Background: an optimization exercise with open tools, aiming at small area. Do not read the settings as production practice.
Where RTL was checked, it was by simulation tests only, not by an equivalence proof against the original.
Power figures rest on the tool's default switching activity, not on a simulated workload.

## PW
==> flow/design.v <==
`timescale 1ns / 1ps
module s_axis_remapper #(
  parameter DATA_WIDTH       = 8,
  parameter IMAGE_KERNEL_12K = 64
)(
  input  logic                  i_clk,
  input  logic                  i_aresetn,
  input  logic [DATA_WIDTH-1:0] i_axis_tdata,
  input  logic                  i_axis_tvalid,
  output logic [DATA_WIDTH-1:0] o_wr_data,      
  output logic                  o_wr_en,        
  output logic [5:0]            o_wr_idx_nx,    
  output logic                  o_kernel_done   
);
always_ff @( posedge i_clk )
  o_wr_data <= i_axis_tdata;
logic [5:0] wr_idx;
assign o_wr_idx_nx = wr_idx + o_wr_en;
always_ff @( posedge i_clk, negedge i_aresetn )
  begin
    if ( ~i_aresetn ) begin
      o_wr_en <= 1'b0;
      wr_idx  <= '0;
    end else begin
      o_wr_en <= i_axis_tvalid;
      wr_idx  <= o_wr_idx_nx;
    end
  end
assign o_kernel_done = o_wr_en & ( &wr_idx );
endmodule
`timescale 1ns / 1ps
module remapper_module #(
  parameter DATA_WIDTH       = 8,
  parameter IMAGE_KERNEL_12K = 64
)(
  input  logic                  i_clk,
  input  logic                  i_aresetn,
  input  logic [DATA_WIDTH-1:0] i_wr_data,
  input  logic                  i_wr_en,
  input  logic [5:0]            i_wr_idx_nx,    
  input  logic                  i_kernel_done,
  input  logic [5:0]            i_rd_idx_nx,    
  output logic [DATA_WIDTH-1:0] o_rd_data,
  output logic                  o_rd_frame_start,  
  output logic                  o_rd_line_end      
);
logic [8:0] kernel_cnt;
logic [1:0] kernel_mod3;
always_ff @( posedge i_clk, negedge i_aresetn )
  begin
    if ( ~i_aresetn ) begin
      kernel_cnt  <= '0;
      kernel_mod3 <= '0;
    end else if ( i_kernel_done ) begin
      kernel_cnt  <= kernel_cnt + 1'b1;
      kernel_mod3 <= ( kernel_mod3 == 2'd2 ) ? 2'd0 : kernel_mod3 + 1'b1;
    end
  end
assign o_rd_frame_start = ( kernel_cnt == 9'd1 );
assign o_rd_line_end    = ( kernel_cnt[1:0] == 2'd0 );
logic [5:0] wr_slot, rd_slot, wr_slot_nx, rd_slot_nx;
remapper_slot wr_slot_map (
  .i_idx_nx ( i_wr_idx_nx    ),
  .i_m3     ( kernel_mod3    ),
  .i_m      ( kernel_cnt[1:0] ),
  .i_done   ( i_kernel_done  ),
  .o_slot   ( wr_slot_nx     )
);
remapper_slot rd_slot_map (
  .i_idx_nx ( i_rd_idx_nx    ),
  .i_m3     ( kernel_mod3    ),
  .i_m      ( kernel_cnt[1:0] ),
  .i_done   ( i_kernel_done  ),
  .o_slot   ( rd_slot_nx     )
);
always_ff @( posedge i_clk )
  begin
    wr_slot <= wr_slot_nx;
    rd_slot <= rd_slot_nx;
  end
logic [7:0] wr_hi, wr_lo, rd_hi, rd_lo;
always_comb
  begin
    for ( int i = 0; i < 8; i++ ) begin
      wr_hi[i] = i_wr_en & ( wr_slot[5:3] == i );
      wr_lo[i] = ( wr_slot[2:0] == i );
      rd_hi[i] = ( rd_slot[5:3] == i );
      rd_lo[i] = ( rd_slot[2:0] == i );
    end
  end
logic [DATA_WIDTH-1:0] mem [0:IMAGE_KERNEL_12K-1];
always_ff @( posedge i_clk )
  for ( int s = 0; s < IMAGE_KERNEL_12K; s++ )
    if ( wr_hi[s/8] & wr_lo[s%8] ) mem[s] <= i_wr_data;
logic [IMAGE_KERNEL_12K-1:0] rd_sel;
always_comb
  for ( int s = 0; s < IMAGE_KERNEL_12K; s++ )
    rd_sel[s] = rd_hi[s/8] & rd_lo[s%8];
for ( genvar b = 0; b < DATA_WIDTH; b++ ) begin : g_rd_bit
  logic [IMAGE_KERNEL_12K-1:0] col;
  for ( genvar s = 0; s < IMAGE_KERNEL_12K; s++ ) begin : g_col
    assign col[s] = mem[s][b];
  end
  remapper_rd_bit rd_bit ( .i_data ( col ), .i_sel ( rd_sel ), .o_bit ( o_rd_data[b] ) );
end
endmodule
module remapper_rd_bit (
  input  logic [63:0] i_data,
  input  logic [63:0] i_sel,
  output logic        o_bit
);
logic [21:0] nterm;    
for ( genvar t = 0; t < 21; t++ ) begin : g_aoi
  remapper_aoi222 aoi (
    .i_a ( i_data[3*t+2:3*t] ),
    .i_b ( i_sel[3*t+2:3*t]  ),
    .o_y ( nterm[t]          )
  );
end
assign nterm[21] = ~( i_data[63] & i_sel[63] );
assign o_bit = ~&nterm;
endmodule
module remapper_aoi222 (
  input  logic [2:0] i_a,
  input  logic [2:0] i_b,
  output logic       o_y
);
assign o_y = ~|( i_a & i_b );
endmodule
module remapper_slot (
  input  logic [5:0] i_idx_nx,
  input  logic [1:0] i_m3,       
  input  logic [1:0] i_m,        
  input  logic       i_done,
  output logic [5:0] o_slot
);
logic [5:0] b, t, u;
logic       fill;
assign b    = { i_idx_nx[4], i_idx_nx[3], i_idx_nx[2], i_idx_nx[1], i_idx_nx[5], i_idx_nx[0] };
assign fill = i_m[1] ^ i_m[0];
for ( genvar j = 0; j < 6; j++ ) begin : g_bit
  remapper_mux4 rot_m3 (
    .i_d ( { b[j], b[(j+4)%6], b[(j+2)%6], b[j] } ),
    .i_s ( i_m3 ),
    .o_y ( t[j] )
  );
  remapper_mux2 rot_m0 (
    .i_d0 ( t[j]       ),
    .i_d1 ( t[(j+3)%6] ),
    .i_s  ( i_m[0]     ),
    .o_y  ( u[j]       )
  );
  assign o_slot[j] = i_done ? fill : u[j] ^ i_m[1];
end
endmodule
module remapper_mux4 (
  input  logic [3:0] i_d,
  input  logic [1:0] i_s,
  output logic       o_y
);
assign o_y = i_d[i_s];
endmodule
module remapper_mux2 (
  input  logic i_d0,
  input  logic i_d1,
  input  logic i_s,
  output logic o_y
);
assign o_y = i_s ? i_d1 : i_d0;
endmodule
`timescale 1ns / 1ps
module m_axis_remapper #(
  parameter DATA_WIDTH       = 8,
  parameter IMAGE_KERNEL_12K = 64
)(
  input  logic                  i_clk,
  input  logic                  i_aresetn,
  input  logic                  i_kernel_done,
  output logic [5:0]            o_rd_idx_nx,    
  input  logic [DATA_WIDTH-1:0] i_rd_data,
  input  logic                  i_rd_frame_start,
  input  logic                  i_rd_line_end,
  output logic [DATA_WIDTH-1:0] m_axis_tdata,
  output logic                  m_axis_tvalid,
  output logic                  m_axis_tuser,
  output logic                  m_axis_tlast
);
logic       rd_active;
logic [5:0] rd_idx;
assign o_rd_idx_nx = rd_idx + rd_active;
always_ff @( posedge i_clk, negedge i_aresetn )
  begin
    if ( ~i_aresetn ) begin
      rd_active     <= 1'b0;
      rd_idx        <= '0;
      m_axis_tvalid <= 1'b0;
      m_axis_tuser  <= 1'b0;
      m_axis_tlast  <= 1'b0;
    end else begin
      rd_active     <= i_kernel_done | ( rd_active & ~( &rd_idx ) );
      rd_idx        <= o_rd_idx_nx;
      m_axis_tvalid <= rd_active;
      m_axis_tuser  <= ( rd_idx == 6'd0 ) & i_rd_frame_start;
      m_axis_tlast  <= ( &rd_idx ) & i_rd_line_end;
    end
  end
always_ff @( posedge i_clk )
  m_axis_tdata <= i_rd_data;
endmodule
`timescale 1ns / 1ps
module sv_remapper_12k_top #(
  parameter DATA_WIDTH       = 8,
  parameter IMAGE_KERNEL_12K = 64,
  parameter IMG_WIDTH        = 256,
  parameter IMG_HEIGHT       = 128
)(
  input  logic                  i_clk,
  input  logic                  i_aresetn,
  input  logic [DATA_WIDTH-1:0] s_axis_tdata,
  input  logic                  s_axis_tvalid,
  input  logic                  s_axis_tuser,
  input  logic                  s_axis_tlast,
  output logic                  s_axis_tready,
  output logic [DATA_WIDTH-1:0] m_axis_tdata,
  output logic                  m_axis_tvalid,
  output logic                  m_axis_tuser,
  output logic                  m_axis_tlast
);
always_ff @( posedge i_clk, negedge i_aresetn )
  begin
    if ( ~i_aresetn ) s_axis_tready <= 1'b0;
    else              s_axis_tready <= 1'b1;
  end
logic [DATA_WIDTH-1:0] wr_data;
logic                  wr_en;
logic [5:0]            wr_idx_nx;
logic                  kernel_done;
logic [5:0]            rd_idx_nx;
logic [DATA_WIDTH-1:0] rd_data;
logic                  rd_frame_start;
logic                  rd_line_end;
s_axis_remapper #(
  .DATA_WIDTH       ( DATA_WIDTH       ),
  .IMAGE_KERNEL_12K ( IMAGE_KERNEL_12K )
) remapper_receiver (
  .i_clk         ( i_clk         ),
  .i_aresetn     ( i_aresetn     ),
  .i_axis_tdata  ( s_axis_tdata  ),
  .i_axis_tvalid ( s_axis_tvalid ),
  .o_wr_data     ( wr_data       ),
  .o_wr_en       ( wr_en         ),
  .o_wr_idx_nx   ( wr_idx_nx     ),
  .o_kernel_done ( kernel_done   )
);
remapper_module #(
  .DATA_WIDTH       ( DATA_WIDTH       ),
  .IMAGE_KERNEL_12K ( IMAGE_KERNEL_12K )
) remapper_proc (
  .i_clk            ( i_clk          ),
  .i_aresetn        ( i_aresetn      ),
  .i_wr_data        ( wr_data        ),
  .i_wr_en          ( wr_en          ),
  .i_wr_idx_nx      ( wr_idx_nx      ),
  .i_kernel_done    ( kernel_done    ),
  .i_rd_idx_nx      ( rd_idx_nx      ),
  .o_rd_data        ( rd_data        ),
  .o_rd_frame_start ( rd_frame_start ),
  .o_rd_line_end    ( rd_line_end    )
);
m_axis_remapper #(
  .DATA_WIDTH       ( DATA_WIDTH       ),
  .IMAGE_KERNEL_12K ( IMAGE_KERNEL_12K )
) remapper_transmitter (
  .i_clk            ( i_clk          ),
  .i_aresetn        ( i_aresetn      ),
  .i_kernel_done    ( kernel_done    ),
  .o_rd_idx_nx      ( rd_idx_nx      ),
  .i_rd_data        ( rd_data        ),
  .i_rd_frame_start ( rd_frame_start ),
  .i_rd_line_end    ( rd_line_end    ),
  .m_axis_tdata     ( m_axis_tdata   ),
  .m_axis_tvalid    ( m_axis_tvalid  ),
  .m_axis_tuser     ( m_axis_tuser   ),
  .m_axis_tlast     ( m_axis_tlast   )
);
endmodule
make LEC_CHECK=0 CAP_MARGIN=20 CORE_MARGIN=2 CORE_UTILIZATION=55 CTS_BUF_LIST=sky130_fd_sc_hd__clkbuf_16 CTS_CLUSTER_DIAMETER=80 CTS_CLUSTER_SIZE=30 GPL_TIMING_DRIVEN=0 SETUP_SLACK_MARGIN=0.3 SLEW_MARGIN=20 SYNTH_HIERARCHICAL=1 finish   # period 4.0 ns
run.sh (not shown) runs the stock make flow with config.mk's settings and CLKGATE_MAP_FILE= SYNTH_SCRIPT=/design/flow/synth_recipe.tcl, a recipe that flattens the netlist after the stock synthesis.
Modified inputs, AL compared to PW
-- flow/design.v --
<<< PW, line 135
  output logic [5:0] o_slot
);
logic [5:0] b, t, u;
logic       fill;
assign b    = { i_idx_nx[4], i_idx_nx[3], i_idx_nx[2], i_idx_nx[1], i_idx_nx[5], i_idx_nx[0] };
assign fill = i_m[1] ^ i_m[0];
for ( genvar j = 0; j < 6; j++ ) begin : g_bit
  remapper_mux4 rot_m3 (
>>> AL, line 135
  output logic [5:0] o_slot
);
logic [5:0] b, t, u_n;
logic       inv;
assign b    = { i_idx_nx[4], i_idx_nx[3], i_idx_nx[2], i_idx_nx[1], i_idx_nx[5], i_idx_nx[0] };
assign inv  = i_m[1] ^ ( i_done & i_m[0] );
for ( genvar j = 0; j < 6; j++ ) begin : g_bit
  remapper_mux4 rot_m3 (
<<< PW, line 145
    .o_y ( t[j] )
  );
  remapper_mux2 rot_m0 (
    .i_d0 ( t[j]       ),
    .i_d1 ( t[(j+3)%6] ),
    .i_s  ( i_m[0]     ),
    .o_y  ( u[j]       )
  );
  assign o_slot[j] = i_done ? fill : u[j] ^ i_m[1];
end
endmodule
>>> AL, line 145
    .o_y ( t[j] )
  );
  remapper_mux2i rot_m0 (
    .i_d0 ( t[j]       ),
    .i_d1 ( t[(j+3)%6] ),
    .i_s  ( i_m[0]     ),
    .o_y  ( u_n[j]     )
  );
  remapper_xnor2 apply_inv (
    .i_a ( u_n[j]    ),
    .i_b ( inv       ),
    .o_y ( o_slot[j] )
  );
end
endmodule
<<< PW, line 161
assign o_y = i_d[i_s];
endmodule
module remapper_mux2 (
  input  logic i_d0,
  input  logic i_d1,
>>> AL, line 165
assign o_y = i_d[i_s];
endmodule
module remapper_mux2i (
  input  logic i_d0,
  input  logic i_d1,
<<< PW, line 167
  output logic o_y
);
assign o_y = i_s ? i_d1 : i_d0;
endmodule
`timescale 1ns / 1ps
>>> AL, line 171
  output logic o_y
);
assign o_y = ~( i_s ? i_d1 : i_d0 );
endmodule
module remapper_xnor2 (
  input  logic i_a,
  input  logic i_b,
  output logic o_y
);
assign o_y = ~( i_a ^ i_b );
endmodule
`timescale 1ns / 1ps
--- outcome ---
- On power, AL and PW are neck and neck.
- Delta (AL minus PW): critical path data arrival time has decreased, netlist area before placement down 190 sq um.
- The utilization reported for AL is smaller than that of PW by 0.35 points.
- Changes observed in AL relative to PW: wire length grew by 1.7%; signed area change from the synthesized netlist to the final layout lost 0.16 points; sequential share of layout area moved up; cell area after layout shows a reduction of about 1%; mean cell area of the mapped netlist flat.
- Going from PW to AL, met3 global-route usage shows an increase of 1.5 points; detailed-route via count roughly the same; met3 wire length went up 28%; number of non-clock buffers in the layout now smaller.
The RTL of PW was laid out without a check of its function.

port drivers added, routing unchanged:
No port has a modelled driver above. Below, the same layouts with a new extraction and two added sets of constraints.
Step 1 sets driving cells, clkbuf_16 on the clock port and buf_2 on the other inputs (assumed; they add their load-dependent delay and slew).
Step 2 also shifts input and output timing later by t, the mid clock arrival at the registers, as if the neighbouring blocks saw the same clock.
Slacks: ideal / step 1 / step 2; pairs: ideal / step 1.
| run | t, ns | slack for setup (ns) | clock arrival spread, ns | worst register clock-pin slew, ns | pins driven straight from the clock port |
|---|---|---|---|---|---|
| PW | 0.635 | 0.597 / 0.597 / 0.597 | 0.034 / 0.034 | 0.12 / 0.12 | 1 |
| AL | 0.631 | 0.675 / 0.675 / 0.675 | 0.038 / 0.038 | 0.11 / 0.11 | 1 |
After both steps every run listed still meets setup and hold.
